Context: an optimization exercise on an open-source flow, tuned for small area, a short achievable clock period and few clock cycles. The choices shown serve that exercise and are no tape-out recipe.
Function was checked by simulation only, so behaviour that the tests miss may differ from the original.
Power is estimated from default activity; no workload was simulated.

try-juniper:
## rv32i_core
module rv32i_core (
    input  logic        clk,
    input  logic        rst_n,
    output logic [31:0] imem_addr,
    input  logic [31:0] imem_rdata,
    output logic [31:0] dmem_addr,
    output logic [3:0]  dmem_we,
    output logic [31:0] dmem_wdata,
    input  logic [31:0] dmem_rdata,
    output logic        halt
);
    localparam logic [4:0] LUI    = 5'b01101;
    localparam logic [4:0] AUIPC  = 5'b00101;
    localparam logic [4:0] JAL    = 5'b11011;
    localparam logic [4:0] JALR   = 5'b11001;
    localparam logic [4:0] BRANCH = 5'b11000;
    localparam logic [4:0] LOAD   = 5'b00000;
    localparam logic [4:0] STORE  = 5'b01000;
    localparam logic [4:0] OP_IMM = 5'b00100;
    localparam logic [4:0] OP     = 5'b01100;
    localparam logic [4:0] SYSTEM = 5'b11100;
    logic [31:2] pc_f;       
    logic        halt_r;
    logic [31:0] a_reg, op2x;
    logic [31:0] x_reg;      
    logic [4:0]  e_rd;
    logic        e_jalr, e_store, e_load, e_wb, e_sys, e_sub;
    logic        e_beq, e_blt, e_bltu, e_binv;
    logic        e_r_add, e_r_sl, e_r_sr, e_r_slt, e_r_sltu, e_r_xor, e_r_or, e_r_and, e_r_x;
    logic        e_sra, e_sb, e_sh;
    logic        e_lb, e_lh, e_lw, e_ld_s;
    logic        e_fa, e_fo, e_fx;    
    logic        e_wa, e_wo, e_wx;    
    logic [31:0] m_res;      
    logic [31:0] m_wdata;
    logic [3:0]  m_we;
    logic [4:0]  m_rd;
    logic        m_wb, m_lb, m_lh, m_lw, m_ld_s;
    logic [31:0] w_res;
    logic [31:0] fi;
    assign fi = imem_rdata;
    logic [4:0] f_op;
    logic [2:0] f_f3;
    logic [4:0] f_rd, rs1_f, rs2_f;
    assign f_op  = fi[6:2];
    assign f_f3  = fi[14:12];
    assign f_rd  = fi[11:7];
    assign rs1_f = fi[19:15];
    assign rs2_f = fi[24:20];
    logic f_lui, f_auipc, f_jal, f_jalr, f_br, f_load, f_store, f_opimm, f_op_r, f_sys, f_alu;
    assign f_lui   = (f_op == LUI);
    assign f_auipc = (f_op == AUIPC);
    assign f_jal   = (f_op == JAL);
    assign f_jalr  = (f_op == JALR);
    assign f_br    = (f_op == BRANCH);
    assign f_load  = (f_op == LOAD);
    assign f_store = (f_op == STORE);
  ...
Size in the first run: about 5200 cells after synthesis.
Settings: LEC_CHECK=0, CAP_MARGIN=20, CORE_MARGIN=2, CORE_UTILIZATION=35, PLACE_DENSITY=0.55, SLEW_MARGIN=20, SYNTH_HIERARCHICAL=1; clock period 11.0 ns.
standard.sh (not shown) runs the stock make flow with config.mk's settings and CLKGATE_MAP_FILE= SYNTH_SCRIPT=/design/flow/synth_recipe.tcl, a recipe that flattens the netlist after the stock synthesis.
==> flow/flow/run.sh <==
#!/bin/bash
# Layout flow: the standard ORFS flow (standard.sh, unchanged synthesis and
# steps) with these changes:
#  - the port buffers are sky130_fd_sc_hd__buf_2 cells rather than the delay
#    cells buffer_ports picks by default;
#  - clock tree synthesis uses sky130_fd_sc_hd__clkbuf_16 only, clusters of up
#    to 20 sinks within 100 um, and adds no dummy loads (fewer clock buffers;
#    flip-flop clock slew stays near 100 ps);
set -uo pipefail
CTS="-sink_clustering_enable -repair_clock_nets -dont_use_dummy_load"
CTS="$CTS -buf_list sky130_fd_sc_hd__clkbuf_16 -sink_clustering_size 20 -sink_clustering_max_diameter 100"
if ! bash standard.sh "BUFFER_PORTS_ARGS=-buffer_cell sky130_fd_sc_hd__buf_2" "CTS_ARGS=$CTS" \
        "SETUP_SLACK_MARGIN=6.5" finish > orfs_flow.log 2>&1; then
    tail -40 orfs_flow.log
    exit 1
fi
Having completed the whole flow, try-juniper delivered a layout that passed the timing, DRC and antenna checks.
Testbench counts of try-juniper, summed over its fixed seeds: cycles 39,729.
What try-harbor does differently from try-juniper at the input level:
# try-juniper
export LEC_CHECK = 0
export CAP_MARGIN = 20
export CORE_MARGIN = 2
export CORE_UTILIZATION = 35
export PLACE_DENSITY = 0.55
export SLEW_MARGIN = 20
export SYNTH_HIERARCHICAL = 1
create_clock -name core_clock -period 11.0 [get_ports {clk}]
# try-harbor
export LEC_CHECK = 0
export CAP_MARGIN = 20
export CORE_MARGIN = 2
export CORE_UTILIZATION = 40
export PLACE_DENSITY = 0.6
export SLEW_MARGIN = 20
export SYNTH_HIERARCHICAL = 1
create_clock -name core_clock -period 11.0 [get_ports {clk}]
==> run summary <==
- Looking at relative contribution of sequential cells to total power, try-harbor sits 0.4 points higher than try-juniper does.
- try-harbor gives less setup slack than try-juniper did.
- Compared with try-juniper, try-harbor is the less power-hungry design.
- try-harbor vs. try-juniper: initial antenna violation count went up by 8.
- Post-layout utilization of the core (try-harbor over try-juniper): increase, 5.1 points
- The data arrival at the endpoint of the critical path of try-harbor is lower than that of try-juniper.
- The run showing the greater proportion of cell area occupied by multi-input gates is try-harbor.
What try-maple does differently from try-harbor at the input level:
# try-harbor
export LEC_CHECK = 0
export CAP_MARGIN = 20
export CORE_MARGIN = 2
export CORE_UTILIZATION = 40
export PLACE_DENSITY = 0.6
export SLEW_MARGIN = 20
export SYNTH_HIERARCHICAL = 1
create_clock -name core_clock -period 11.0 [get_ports {clk}]
# try-maple
export LEC_CHECK = 0
export CAP_MARGIN = 20
export CORE_MARGIN = 2
export CORE_UTILIZATION = 30
export PLACE_DENSITY = 0.5
export SLEW_MARGIN = 20
export SYNTH_HIERARCHICAL = 1
create_clock -name core_clock -period 11.0 [get_ports {clk}]
try-maple: PASS, flow complete, no timing, DRC or antenna violations
try-maple reports its cell at the slowest stage of the critical path as sky130_fd_sc_hd__and3_2 while try-harbor reports sky130_fd_sc_hd__a2111o_1.
try-maple against try-harbor; highest ir drop seen on vdd is up slightly.
Across both runs, worst endpoint required time was higher for try-maple than for try-harbor.
Re fraction of power consumed by sequential logic: try-harbor was higher than try-maple.
Changes observed in try-maple relative to try-harbor: final critical delay including setup and external delays lower; overall power consumption has increased; first-pass GRT wire length now sits higher; number of post-CTS setup repair buffers went up.
In the tables for try-maple and try-harbor, count of clock-buffer cells in the layout reads lower with try-harbor.

rv32i_core, a different RTL version from the one above (not shown whole).
For scale: about 5000 cells after synthesis, roughly 1300 flip-flops, about 170 I/O pins, ~62000 sq um of cells after synthesis.
==> flow/config.mk <==
export PLATFORM = sky130hd
export DESIGN_NAME = rv32i_core
export DESIGN_NICKNAME = rv32i_core
export VERILOG_FILES = /design/flow/design.v
export SDC_FILE = /design/flow/constraint.sdc
export NUM_CORES = 4
export LEC_CHECK = 0
export CAP_MARGIN = 20
export CORE_MARGIN = 2
export CORE_UTILIZATION = 35
export PLACE_DENSITY = 0.55
export SLEW_MARGIN = 20
export SYNTH_HIERARCHICAL = 1
==> flow/constraint.sdc <==
create_clock -name core_clock -period 11.0 [get_ports {clk}]
set_input_delay 2.2000 -clock core_clock [delete_from_list [all_inputs] [get_ports {clk}]]
set_output_delay 2.2000 -clock core_clock [all_outputs]
set_load 0.01 [all_outputs]
Scripts as last shown in full above: flow/flow/run.sh
The starting point went through all stages and came out clean.
Testbench counts at the start, summed over its fixed seeds: cycles 39,729.
Rerun with:
Settings changed: CORE_UTILIZATION 35 to 40, PLACE_DENSITY 0.55 to 0.6.
- worst hold slack got worse by 0.016 ns
- design area goes down by a few percent
- global-route usage goes up by 3.2 points
- via count goes up slightly
- die area goes down by roughly a tenth
- synthesized area does not change
- non-clock buffer count goes down by 43
Rerun with:
Settings changed: CORE_UTILIZATION 40 to 30, PLACE_DENSITY 0.6 to 0.5.
Effect:
- The changed run finished with timing, DRC and antenna clean
- synthesized cell count does not change
- routed wire length climbs by 5.6%
- sequential share of layout area goes down by 1.3 points
- non-clock buffer count increases by 43
- worst setup slack is better by 0.095 ns
- total power increases by 1.3%
- maximum frequency climbs by 2.1%
- sequential power hardly moves
- clock-buffer cell count does not change
- global-route usage falls by 6.6 points
- cell area is higher by 2.6%

rv32i_core, a different RTL version from the one above (not shown whole).
Size in the first run: roughly 5,000 cells after synthesis, roughly 1,300 flip-flops.
export LEC_CHECK = 0
export CAP_MARGIN = 20
export CORE_MARGIN = 2
export CORE_UTILIZATION = 30
export PLACE_DENSITY = 0.5
export SLEW_MARGIN = 20
export SYNTH_HIERARCHICAL = 1
create_clock -name core_clock -period 11.0 [get_ports {clk}]
==> flow/flow/run.sh <==
#!/bin/bash
# Layout flow: the standard ORFS flow (standard.sh, unchanged synthesis and
# steps) with these changes:
#  - the port buffers are sky130_fd_sc_hd__buf_4 cells rather than the delay
#    cells buffer_ports picks by default;
set -uo pipefail
if ! bash standard.sh "BUFFER_PORTS_ARGS=-buffer_cell sky130_fd_sc_hd__buf_4" \
        "SETUP_SLACK_MARGIN=6.5" finish > orfs_flow.log 2>&1; then
    tail -40 orfs_flow.log
    exit 1
fi
Testbench counts at the start, summed over its fixed seeds: cycles 39,800.
Then changed:
==> flow/flow/run.sh (replaced) <==
#!/bin/bash
# Layout flow: the standard ORFS flow (standard.sh, unchanged synthesis and
# steps) with these changes:
#  - the port buffers are sky130_fd_sc_hd__buf_4 cells rather than the delay
#    cells buffer_ports picks by default;
#  - clock tree synthesis uses sky130_fd_sc_hd__clkbuf_16 only, clusters of up
#    to 20 sinks within 100 um, and adds no dummy loads (fewer clock buffers;
#    flip-flop clock slew stays near 100 ps);
set -uo pipefail
CTS="-sink_clustering_enable -repair_clock_nets -dont_use_dummy_load"
CTS="$CTS -buf_list sky130_fd_sc_hd__clkbuf_16 -sink_clustering_size 20 -sink_clustering_max_diameter 100"
if ! bash standard.sh "BUFFER_PORTS_ARGS=-buffer_cell sky130_fd_sc_hd__buf_4" "CTS_ARGS=$CTS" \
        "SETUP_SLACK_MARGIN=6.5" finish > orfs_flow.log 2>&1; then
    tail -40 orfs_flow.log
    exit 1
fi
- TNS_END_PERCENT: not set -> 10
What happened: Wire length came out lower slightly; via count falls by a few percent; clock power decreases by well over a third; cell count falls by a few percent; maximum frequency went down by a few percent; critical path depth falls by 4; sequential share of layout area went up by 2.8 points.
Then changed:
- CORE_UTILIZATION: 30 -> 35
- PLACE_DENSITY: 0.5 -> 0.55
- TNS_END_PERCENT: 10 -> not set
Result: Core utilization is higher by 6.7 points; fmax is higher by 4.3%; register-to-register slack is better by 0.16 ns; final area is higher by 1.7%; sequential share of layout area is lower by 0.83 points; global-route usage is higher by 3.4 points; wire length is lower by 1.9%; hold slack is worse by 0.012 ns; total power is higher by 1.6%; final cell count is lower by 3.7%; first-iteration DRC count hardly moves.
Then changed:
- CORE_UTILIZATION: 35 -> 30
- PLACE_DENSITY: 0.55 -> 0.5
=> The new run completed with no timing, DRC or antenna violations. Area after synthesis is unchanged. Hold slack gets worse by 0.012 ns. Synthesized cell count stays the same. Via count is lower slightly. Final area is higher slightly.

## separate check: timing with driven ports
Ports are ideal in the flow. The routed layouts listed here were re-timed in OpenROAD.
Step 1 assumes that a clkbuf_16 drives the clock port and a buf_2 every other input.
Step 2, shift: input delay + t, output delay - t, t = (earliest + latest rising clock arrival at the registers) / 2. This alone moves slack from input paths to output paths.
Three values: ideal ports, drivers, drivers and shift; two values: the first two.
| run | shift t [ns] | slack for setup (ns) | latest minus earliest clock arrival (ns) | cell pins on the clock port's net |
|---|---|---|---|---|
| try-juniper | 0.765 | 6.422 / 6.438 / 5.672 | 0.141 / 0.141 | 1 |
| try-harbor | 0.771 | 6.377 / 6.391 / 5.620 | 0.101 / 0.100 | 1 |
| try-maple | 0.776 | 6.415 / 6.387 / 5.611 | 0.131 / 0.131 | 1 |
| the first run of note 2 | 0.781 | 6.233 / 6.301 / 5.520 | 0.113 / 0.113 | 1 |
| the second run of note 2 | 0.770 | 6.278 / 6.231 / 5.460 | 0.117 / 0.117 | 1 |
| the third run of note 2 | 0.782 | 6.374 / 6.302 / 5.519 | 0.123 / 0.123 | 1 |
| the first run of note 3 | 0.895 | 6.349 / 6.376 / 5.481 | 0.046 / 0.046 | 1 |
| the second run of note 3 | 0.802 | 6.077 / 6.122 / 5.320 | 0.073 / 0.072 | 1 |
| the third run of note 3 | 0.784 | 6.282 / 6.219 / 5.435 | 0.084 / 0.084 | 1 |
| the fourth run of note 3 | 0.819 | 6.191 / 6.222 / 5.404 | 0.089 / 0.089 | 1 |
After both steps setup and hold are still met in every run listed. The setup slack of the first run of note 3, which loses most, moves by +0.027 ns with the drivers and by -0.868 ns with both steps.
